From an optimization exercise on the open Yosys and OpenROAD flow, aimed at small area and a short achievable clock period; shortcuts taken in it are not production practice. RTL that was checked went through simulation tests only; none was proved equivalent to the original. Power is estimated from default activity; no workload was simulated.

==> flow/design.v <==
module altfp_divider_33 (clk_en, clock, dataa, datab, result);
    input         clk_en;
    input         clock;
    input  [31:0] dataa;
    input  [31:0] datab;
    output [31:0] result;
    localparam NIT = 24;           
    localparam NDLY = 33 - 3 - NIT - 2;
    wire        s1_s   = dataa[31] ^ datab[31];
    wire [7:0]  s1_ea  = dataa[30:23];
    wire [7:0]  s1_eb  = datab[30:23];
    wire [22:0] s1_fa  = dataa[22:0];
    wire [22:0] s1_nfb = ~datab[22:0];    
    wire a_zero = (s1_ea == 8'd0);
    wire b_zero = (s1_eb == 8'd0);
    wire a_max  = (s1_ea == 8'hff);
    wire b_max  = (s1_eb == 8'hff);
    wire a_nan  = a_max & (s1_fa != 23'd0);
    wire b_nan  = b_max & (s1_nfb != {23{1'b1}});
    wire a_inf  = a_max & ~a_nan;
    wire b_inf  = b_max & ~b_nan;
    wire r_nan  = a_nan | b_nan | (a_zero & b_zero) | (a_inf & b_inf);
    wire r_big  = r_nan | a_inf | b_zero;           
    wire r_spec = r_big | a_zero | b_inf;           
    wire [24:0] cmp_d;
    wire cmp_c;
    div_sub25 u_cmp (.x({2'b01, s1_fa}), .nfb(s1_nfb), .d(cmp_d), .c(cmp_c));
    wire a_lt_b = ~cmp_c;
    reg        s2_s, s2_lt, s2_nan, s2_big, s2_spec;
    reg [9:0]  s2_e;        
    reg [22:0] s2_fa;
    reg [22:0] s2_nfb;
    always @(posedge clock) if (clk_en) begin
        s2_s    <= s1_s;
        s2_lt   <= a_lt_b;
        s2_nan  <= r_nan;
        s2_big  <= r_big;
        s2_spec <= r_spec;
        s2_e    <= {2'b00, s1_ea} - {2'b00, s1_eb};
        s2_fa   <= s1_fa;
        s2_nfb  <= s1_nfb;
    end
    wire [9:0]  e_n  = s2_e + (s2_lt ? 10'd126 : 10'd127);
    wire ovf  = ~e_n[9] & (e_n[8] | (e_n[7:0] == 8'hff));
    wire unf  = e_n[9] | (e_n[8:0] == 9'd0);
    wire big  = s2_big | (~s2_spec & ovf);
    wire kill = s2_spec | ovf | unf;
    reg        s2b_s, s2b_kill, s2b_nan;
    reg [7:0]  s2b_e;
    reg [24:0] s2b_dvd;
    reg [22:0] s2b_nfb;
    always @(posedge clock) if (clk_en) begin
        s2b_s    <= s2_s;
        s2b_kill <= kill;
        s2b_nan  <= s2_nan;
        s2b_e    <= big ? 8'hff : (kill ? 8'h00 : e_n[7:0]);
        s2b_dvd  <= s2_lt ? {1'b1, s2_fa, 1'b0} : {1'b0, 1'b1, s2_fa};
        s2b_nfb  <= s2_nfb;
    end
    wire [24:0] r3;
    wire r3_c;
    div_sub25 u_first (.x(s2b_dvd), .nfb(s2b_nfb), .d(r3), .c(r3_c));
    reg        s3_s;
    reg [7:0]  s3_e;
    reg [22:0] s3_fb;       
    reg [23:0] s3_r;
    always @(posedge clock) if (clk_en) begin
        s3_s  <= s2b_s;
        s3_e  <= s2b_e;
        s3_fb <= s2b_kill ? {23{1'b1}} : s2b_nfb;
        s3_r  <= s2b_kill ? {1'b0, s2b_nan, 22'd0} : r3[23:0];
    end
    wire        it_s  [0:NIT];
    wire [7:0]  it_e  [0:NIT];
    wire [22:0] it_fb [0:NIT];      
    wire [23:0] it_r  [0:NIT];
    wire [NIT-1:0] it_q [0:NIT];
    assign it_s[0]  = s3_s;
    assign it_e[0]  = s3_e;
    assign it_fb[0] = s3_fb;
    assign it_r[0]  = s3_r;
    assign it_q[0]  = {NIT{1'b0}};
    genvar k;
    generate
        for (k = 0; k < NIT; k = k + 1) begin : g_it
            wire [24:0] t;
            wire q;
            div_sub25 u_sub (.x({it_r[k], 1'b0}), .nfb(it_fb[k]), .d(t), .c(q));
            reg        s;
            reg [7:0]  e;
            reg [22:0] fb;
            reg [23:0] r;
            reg [NIT-1:0] qq;
            always @(posedge clock) if (clk_en) begin
                s  <= it_s[k];
                e  <= it_e[k];
                fb <= it_fb[k];
                r  <= q ? t[23:0] : {it_r[k][22:0], 1'b0};
                qq <= {it_q[k][NIT-2:0], q};
            end
            assign it_s[k+1]  = s;
            assign it_e[k+1]  = e;
            assign it_fb[k+1] = fb;
            assign it_r[k+1]  = r;
            assign it_q[k+1]  = qq;
        end
    endgenerate
    reg        st_s, st_st;
    reg [7:0]  st_e;
    reg [23:0] st_q;
    always @(posedge clock) if (clk_en) begin
        st_s  <= it_s[NIT];
        st_e  <= it_e[NIT];
        st_q  <= it_q[NIT];
        st_st <= |it_r[NIT];
    end
    wire inc = st_q[0] & (st_st | st_q[1]);
    wire [22:0] frac = st_q[23:1] + {22'd0, inc};
    wire [31:0] rd [0:NDLY];
    reg  [31:0] rd0;
    always @(posedge clock) if (clk_en) rd0 <= {st_s, st_e, frac};
    assign rd[0] = rd0;
    generate
        for (k = 0; k < NDLY; k = k + 1) begin : g_dly
            reg [31:0] d;
            always @(posedge clock) if (clk_en) d <= rd[k];
            assign rd[k+1] = d;
        end
    endgenerate
    assign result = rd[NDLY];
endmodule
module div_sub25 (x, nfb, d, c);
    input  [24:0] x;
    input  [22:0] nfb;
    output [24:0] d;
    output        c;
    wire [24:0] nd = {2'b10, nfb};           
    wire [24:0] g = x & nd;
    wire [24:0] p = x ^ nd;
    wire [24:0] gl [0:5];
    wire [24:0] pl [0:5];
    assign gl[0] = {g[24:1], g[0] | p[0]};
    assign pl[0] = {p[24:1], 1'b0};
    genvar l, i;
    generate
        for (l = 0; l < 5; l = l + 1) begin : g_l
            for (i = 0; i < 25; i = i + 1) begin : g_b
                if (((i >> l) & 1) == 1) begin : g_m
                    localparam integer J = ((i >> l) << l) - 1;
                    localparam integer LO = (i >> (l + 1)) << (l + 1);
                    if (LO == 0) begin : g_g
                        div_gcell u (.gh(gl[l][i]), .ph(pl[l][i]), .gl(gl[l][J]), .g(gl[l+1][i]));
                        assign pl[l+1][i] = 1'b0;
                    end else begin : g_gp
                        div_gpcell u (.gh(gl[l][i]), .ph(pl[l][i]), .gl(gl[l][J]), .pl(pl[l][J]),
                                      .g(gl[l+1][i]), .p(pl[l+1][i]));
                    end
                end else begin : g_p
                    assign gl[l+1][i] = gl[l][i];
                    assign pl[l+1][i] = pl[l][i];
                end
            end
        end
    endgenerate
    wire [25:0] cy = {gl[5], 1'b1};
    assign d = p ^ cy[24:0];
    assign c = cy[25];
endmodule
module div_gcell (gh, ph, gl, g);
    input gh, ph, gl;
    output g;
    assign g = gh | (ph & gl);
endmodule
module div_gpcell (gh, ph, gl, pl, g, p);
    input gh, ph, gl, pl;
    output g, p;
    assign g = gh | (ph & gl);
    assign p = ph & pl;
endmodule
Settings: LEC_CHECK=0, CAP_MARGIN=20, CORE_MARGIN=2, CORE_UTILIZATION=60, PLACE_DENSITY=0.7, SETUP_SLACK_MARGIN=3.0, SLEW_MARGIN=20, SYNTH_HIERARCHICAL=1; clock period 5.0 ns.
run.sh (not shown) runs the stock make flow with config.mk's settings and CLKGATE_MAP_FILE= SYNTH_SCRIPT=/design/flow/synth_recipe.tcl, a recipe that flattens the netlist after the stock synthesis.
Next try:
--- a/flow/design.v
+++ b/flow/design.v
@@ -133,19 +133,30 @@
     input  [24:0] x;
     input  [22:0] nfb;
     output [24:0] d;
     output        c;
     wire [24:0] nd = {2'b10, nfb};           
-    wire [24:0] g = x & nd;
-    wire [24:0] p = x ^ nd;
-    wire [24:0] gl [0:5];
-    wire [24:0] pl [0:5];
-    assign gl[0] = {g[24:1], g[0] | p[0]};
-    assign pl[0] = {p[24:1], 1'b0};
+    wire [24:0] p = x ^ nd;                  
+    wire [24:0] gl [1:5];
+    wire [24:0] pl [1:5];
     genvar l, i;
     generate
-        for (l = 0; l < 5; l = l + 1) begin : g_l
+        for (i = 0; i < 25; i = i + 1) begin : g_b0
+            if (i == 0) begin : g_c
+                div_l0c u (.x0(x[0]), .n0(nd[0]), .g(gl[1][0]));
+                assign pl[1][0] = 1'b0;
+            end else if (i == 1) begin : g_g
+                div_l0g u (.x1(x[1]), .n1(nd[1]), .x0(x[0]), .n0(nd[0]), .g(gl[1][1]));
+                assign pl[1][1] = 1'b0;
+            end else if ((i & 1) == 1) begin : g_gp
+                div_l0gp u (.x1(x[i]), .n1(nd[i]), .x0(x[i-1]), .n0(nd[i-1]),
+                            .g(gl[1][i]), .p(pl[1][i]));
+            end else begin : g_e
+                div_l0e u (.x(x[i]), .n(nd[i]), .g(gl[1][i]), .p(pl[1][i]));
+            end
+        end
+        for (l = 1; l < 5; l = l + 1) begin : g_l
             for (i = 0; i < 25; i = i + 1) begin : g_b
                 if (((i >> l) & 1) == 1) begin : g_m
                     localparam integer J = ((i >> l) << l) - 1;
                     localparam integer LO = (i >> (l + 1)) << (l + 1);
                     if (LO == 0) begin : g_g
@@ -164,10 +175,32 @@
     endgenerate
     wire [25:0] cy = {gl[5], 1'b1};
     assign d = p ^ cy[24:0];
     assign c = cy[25];
 endmodule
+module div_l0c (x0, n0, g);
+    input x0, n0;
+    output g;
+    assign g = x0 | n0;
+endmodule
+module div_l0g (x1, n1, x0, n0, g);
+    input x1, n1, x0, n0;
+    output g;
+    assign g = (x1 & n1) | ((x1 | n1) & (x0 | n0));
+endmodule
+module div_l0gp (x1, n1, x0, n0, g, p);
+    input x1, n1, x0, n0;
+    output g, p;
+    assign g = (x1 & n1) | ((x1 | n1) & x0 & n0);
+    assign p = (x1 | n1) & (x0 | n0);
+endmodule
+module div_l0e (x, n, g, p);
+    input x, n;
+    output g, p;
+    assign g = x & n;
+    assign p = x | n;
+endmodule
 module div_gcell (gh, ph, gl, g);
     input gh, ph, gl;
     output g;
     assign g = gh | (ph & gl);
 endmodule
=> The new run completed without violations; cell count rose by 10%; non-clock buffer count rose by 27; wire length rose by about 4%; sequential power rose by about 6%; core utilization fell by 2.7 points; global-route usage fell by 1.1 points; setup slack loses 0.086 ns; synthesized area rose by 8.7%; clock power fell by about 3%.

---

altfp_divider_33, a different RTL version from the one above (not shown whole).
Size: ~7300 cells after synthesis, about 2000 flip-flops, roughly 98 I/O pins, about 96000 sq um of cells after synthesis.
==> module altfp_divider_33, before the edit <==
module altfp_divider_33 (clk_en, clock, dataa, datab, result);
    input         clk_en;
    input         clock;
    input  [31:0] dataa;
    input  [31:0] datab;
    output [31:0] result;
    localparam NIT = 24;           
    localparam NDLY = 33 - 3 - NIT - 2;
    reg        s1_s;
    reg [7:0]  s1_ea, s1_eb;
    reg [22:0] s1_fa, s1_fb;
    always @(posedge clock) if (clk_en) begin
        s1_s  <= dataa[31] ^ datab[31];
        s1_ea <= dataa[30:23];
        s1_eb <= datab[30:23];
        s1_fa <= dataa[22:0];
        s1_fb <= datab[22:0];
    end
    wire a_zero = (s1_ea == 8'd0);
    wire b_zero = (s1_eb == 8'd0);
    wire a_max  = (s1_ea == 8'hff);
    wire b_max  = (s1_eb == 8'hff);
    wire a_nan  = a_max & (s1_fa != 23'd0);
    wire b_nan  = b_max & (s1_fb != 23'd0);
    wire a_inf  = a_max & ~a_nan;
    wire b_inf  = b_max & ~b_nan;
    wire r_nan  = a_nan | b_nan | (a_zero & b_zero) | (a_inf & b_inf);
    wire r_inf  = ~r_nan & (a_inf | b_zero);
    wire r_zero = ~r_nan & ~r_inf & (a_zero | b_inf);
    wire a_lt_b = (s1_fa < s1_fb);
    wire [9:0] e_hi = {2'b00, s1_ea} - {2'b00, s1_eb} + 10'd127;
    wire [9:0] e_lo = {2'b00, s1_ea} - {2'b00, s1_eb} + 10'd126;
    wire hi_ovf = ~e_hi[9] & (e_hi[8] | (e_hi[7:0] == 8'hff));
    wire hi_unf = e_hi[9] | (e_hi[8:0] == 9'd0);
    wire lo_ovf = ~e_lo[9] & (e_lo[8] | (e_lo[7:0] == 8'hff));
    wire lo_unf = e_lo[9] | (e_lo[8:0] == 9'd0);
    wire ovf = a_lt_b ? lo_ovf : hi_ovf;
    wire unf = a_lt_b ? lo_unf : hi_unf;
    wire [7:0] e_n = a_lt_b ? e_lo[7:0] : e_hi[7:0];
    wire spec = r_nan | r_inf | r_zero;
    wire big  = r_nan | r_inf | (~spec & ovf);
    wire kill = spec | ovf | unf;
    reg        s2_s, s2_lt, s2_kill, s2_nan;
    reg [7:0]  s2_e;
    reg [22:0] s2_fa, s2_fb;
    always @(posedge clock) if (clk_en) begin
        s2_s    <= s1_s;
        s2_lt   <= a_lt_b;
        s2_kill <= kill;
        s2_nan  <= r_nan;
        s2_e    <= big ? 8'hff : (kill ? 8'h00 : e_n);
        s2_fa   <= s1_fa;
        s2_fb   <= s1_fb;
    end
    wire [24:0] dvd = s2_lt ? {1'b1, s2_fa, 1'b0} : {1'b0, 1'b1, s2_fa};
    wire [24:0] r3  = dvd - {1'b0, 1'b1, s2_fb};
    reg        s3_s;
    reg [7:0]  s3_e;
    reg [22:0] s3_fb;
    reg [23:0] s3_r;
    always @(posedge clock) if (clk_en) begin
        s3_s  <= s2_s;
        s3_e  <= s2_e;
        s3_fb <= s2_kill ? 23'd0 : s2_fb;
        s3_r  <= s2_kill ? {1'b0, s2_nan, 22'd0} : r3[23:0];
    end
    wire        it_s  [0:NIT];
    wire [7:0]  it_e  [0:NIT];
    wire [22:0] it_fb [0:NIT];
    wire [23:0] it_r  [0:NIT];
    wire [NIT-1:0] it_q [0:NIT];
    assign it_s[0]  = s3_s;
    assign it_e[0]  = s3_e;
    assign it_fb[0] = s3_fb;
    assign it_r[0]  = s3_r;
    assign it_q[0]  = {NIT{1'b0}};
    genvar k;
    generate
        for (k = 0; k < NIT; k = k + 1) begin : g_it
            wire [25:0] t = {1'b0, it_r[k], 1'b0} - {2'b01, it_fb[k]};
            wire q = ~t[25];
            reg        s;
            reg [7:0]  e;
            reg [22:0] fb;
            reg [23:0] r;
            reg [NIT-1:0] qq;
            always @(posedge clock) if (clk_en) begin
                s  <= it_s[k];
                e  <= it_e[k];
                fb <= it_fb[k];
                r  <= q ? t[23:0] : {it_r[k][22:0], 1'b0};
                qq <= {it_q[k][NIT-2:0], q};
            end
            assign it_s[k+1]  = s;
            assign it_e[k+1]  = e;
            assign it_fb[k+1] = fb;
            assign it_r[k+1]  = r;
            assign it_q[k+1]  = qq;
        end
    endgenerate
    reg        st_s, st_st;
    reg [7:0]  st_e;
    reg [23:0] st_q;
    always @(posedge clock) if (clk_en) begin
        st_s  <= it_s[NIT];
        st_e  <= it_e[NIT];
        st_q  <= it_q[NIT];
        st_st <= |it_r[NIT];
    end
    wire inc = st_q[0] & (st_st | st_q[1]);
    wire [22:0] frac = st_q[23:1] + {22'd0, inc};
    wire [31:0] rd [0:NDLY];
    reg  [31:0] rd0;
    always @(posedge clock) if (clk_en) rd0 <= {st_s, st_e, frac};
    assign rd[0] = rd0;
    generate
        for (k = 0; k < NDLY; k = k + 1) begin : g_dly
            reg [31:0] d;
            always @(posedge clock) if (clk_en) d <= rd[k];
            assign rd[k+1] = d;
        end
    endgenerate
    assign result = rd[NDLY];
endmodule
make LEC_CHECK=0 ABC_CLOCK_PERIOD_IN_PS=2500 CAP_MARGIN=20 CORE_MARGIN=2 CORE_UTILIZATION=45 PLACE_DENSITY=0.6 SETUP_SLACK_MARGIN=2.5 SLEW_MARGIN=20 finish   # period 5.0 ns
==> next run, changes <==
--- a/flow/design.v
+++ b/flow/design.v
@@ -22,50 +22,44 @@
     wire b_max  = (s1_eb == 8'hff);
     wire a_nan  = a_max & (s1_fa != 23'd0);
     wire b_nan  = b_max & (s1_fb != 23'd0);
     wire a_inf  = a_max & ~a_nan;
     wire b_inf  = b_max & ~b_nan;
     wire r_nan  = a_nan | b_nan | (a_zero & b_zero) | (a_inf & b_inf);
-    wire r_inf  = ~r_nan & (a_inf | b_zero);
-    wire r_zero = ~r_nan & ~r_inf & (a_zero | b_inf);
+    wire r_big  = r_nan | a_inf | b_zero;           
+    wire r_spec = r_big | a_zero | b_inf;           
     wire a_lt_b = (s1_fa < s1_fb);
-    wire [9:0] e_hi = {2'b00, s1_ea} - {2'b00, s1_eb} + 10'd127;
-    wire [9:0] e_lo = {2'b00, s1_ea} - {2'b00, s1_eb} + 10'd126;
-    wire hi_ovf = ~e_hi[9] & (e_hi[8] | (e_hi[7:0] == 8'hff));
-    wire hi_unf = e_hi[9] | (e_hi[8:0] == 9'd0);
-    wire lo_ovf = ~e_lo[9] & (e_lo[8] | (e_lo[7:0] == 8'hff));
-    wire lo_unf = e_lo[9] | (e_lo[8:0] == 9'd0);
-    wire ovf = a_lt_b ? lo_ovf : hi_ovf;
-    wire unf = a_lt_b ? lo_unf : hi_unf;
-    wire [7:0] e_n = a_lt_b ? e_lo[7:0] : e_hi[7:0];
-    wire spec = r_nan | r_inf | r_zero;
-    wire big  = r_nan | r_inf | (~spec & ovf);
-    wire kill = spec | ovf | unf;
-    reg        s2_s, s2_lt, s2_kill, s2_nan;
-    reg [7:0]  s2_e;
-    reg [22:0] s2_fa, s2_fb;
+    reg        s2_s, s2_lt, s2_nan, s2_big, s2_spec;
+    reg [9:0]  s2_e;
+    reg [24:0] s2_dvd;
+    reg [22:0] s2_fb;
     always @(posedge clock) if (clk_en) begin
         s2_s    <= s1_s;
         s2_lt   <= a_lt_b;
-        s2_kill <= kill;
         s2_nan  <= r_nan;
-        s2_e    <= big ? 8'hff : (kill ? 8'h00 : e_n);
-        s2_fa   <= s1_fa;
+        s2_big  <= r_big;
+        s2_spec <= r_spec;
+        s2_e    <= {2'b00, s1_ea} - {2'b00, s1_eb} + 10'd127;
+        s2_dvd  <= a_lt_b ? {1'b1, s1_fa, 1'b0} : {1'b0, 1'b1, s1_fa};
         s2_fb   <= s1_fb;
     end
-    wire [24:0] dvd = s2_lt ? {1'b1, s2_fa, 1'b0} : {1'b0, 1'b1, s2_fa};
-    wire [24:0] r3  = dvd - {1'b0, 1'b1, s2_fb};
+    wire [9:0]  e_n  = s2_e - {9'd0, s2_lt};
+    wire ovf  = ~e_n[9] & (e_n[8] | (e_n[7:0] == 8'hff));
+    wire unf  = e_n[9] | (e_n[8:0] == 9'd0);
+    wire big  = s2_big | (~s2_spec & ovf);
+    wire kill = s2_spec | ovf | unf;
+    wire [24:0] r3 = s2_dvd - {1'b0, 1'b1, s2_fb};
     reg        s3_s;
     reg [7:0]  s3_e;
     reg [22:0] s3_fb;
     reg [23:0] s3_r;
     always @(posedge clock) if (clk_en) begin
         s3_s  <= s2_s;
-        s3_e  <= s2_e;
-        s3_fb <= s2_kill ? 23'd0 : s2_fb;
-        s3_r  <= s2_kill ? {1'b0, s2_nan, 22'd0} : r3[23:0];
+        s3_e  <= big ? 8'hff : (kill ? 8'h00 : e_n[7:0]);
+        s3_fb <= kill ? 23'd0 : s2_fb;
+        s3_r  <= kill ? {1'b0, s2_nan, 22'd0} : r3[23:0];
     end
     wire        it_s  [0:NIT];
     wire [7:0]  it_e  [0:NIT];
     wire [22:0] it_fb [0:NIT];
     wire [23:0] it_r  [0:NIT];
     wire [NIT-1:0] it_q [0:NIT];
=> The changed run passed the timing, design-rule and antenna checks; cell area came out higher by 2.4%; final cell count came out higher by 3.5%; non-clock buffer count came out lower by 14; synthesized area came out higher by 2.4%; core utilization stays flat; maximum frequency came out higher by 6.2%; die area came out higher by 2.4%; wire length came out higher by 3.8%; clock skew came out lower by 0.028 ns; setup slack is better by 0.21 ns; power came out higher by 0.49%; combinational power came out lower by about 1%.
For the second run of this note, only the layout was checked, not whether the RTL still works.

[port drivers added, routing unchanged]
In the flow no input, the clock included, has a driving cell. The finished layouts below were timed again as built, in two steps. Step 1 (the two cells are an assumption about what drives the block):
set clk [get_ports {clock}]
set_driving_cell -lib_cell sky130_fd_sc_hd__clkbuf_16 $clk
set_driving_cell -lib_cell sky130_fd_sc_hd__buf_2 [delete_from_list [all_inputs] $clk]
Step 2 adds t to the input delays and takes it off the output delays; t is the mean of the earliest and latest rising clock arrival at the registers after step 1. Input paths then give back, and output paths get back, about the clock's delay inside the block. Three values: ideal ports, drivers, drivers and shift; two values: the first two.
run	t, ns	setup WS [ns]	clock arrival spread, ns	pins driven straight from the clock port
the first run of note 1	0.924	2.434 / 2.434 / 2.134	0.042 / 0.042	1
the second run of note 1	0.916	2.347 / 2.347 / 2.091	0.057 / 0.057	1
the first run of note 2	0.935	1.480 / 1.480 / 1.480	0.062 / 0.062	1
the second run of note 2	0.907	1.686 / 1.686 / 1.686	0.036 / 0.037	1
After both steps setup and hold are still met in every run listed. The setup slack of the first run of note 1, which loses most, moves by 0.000 ns with the drivers and by -0.300 ns with both steps.
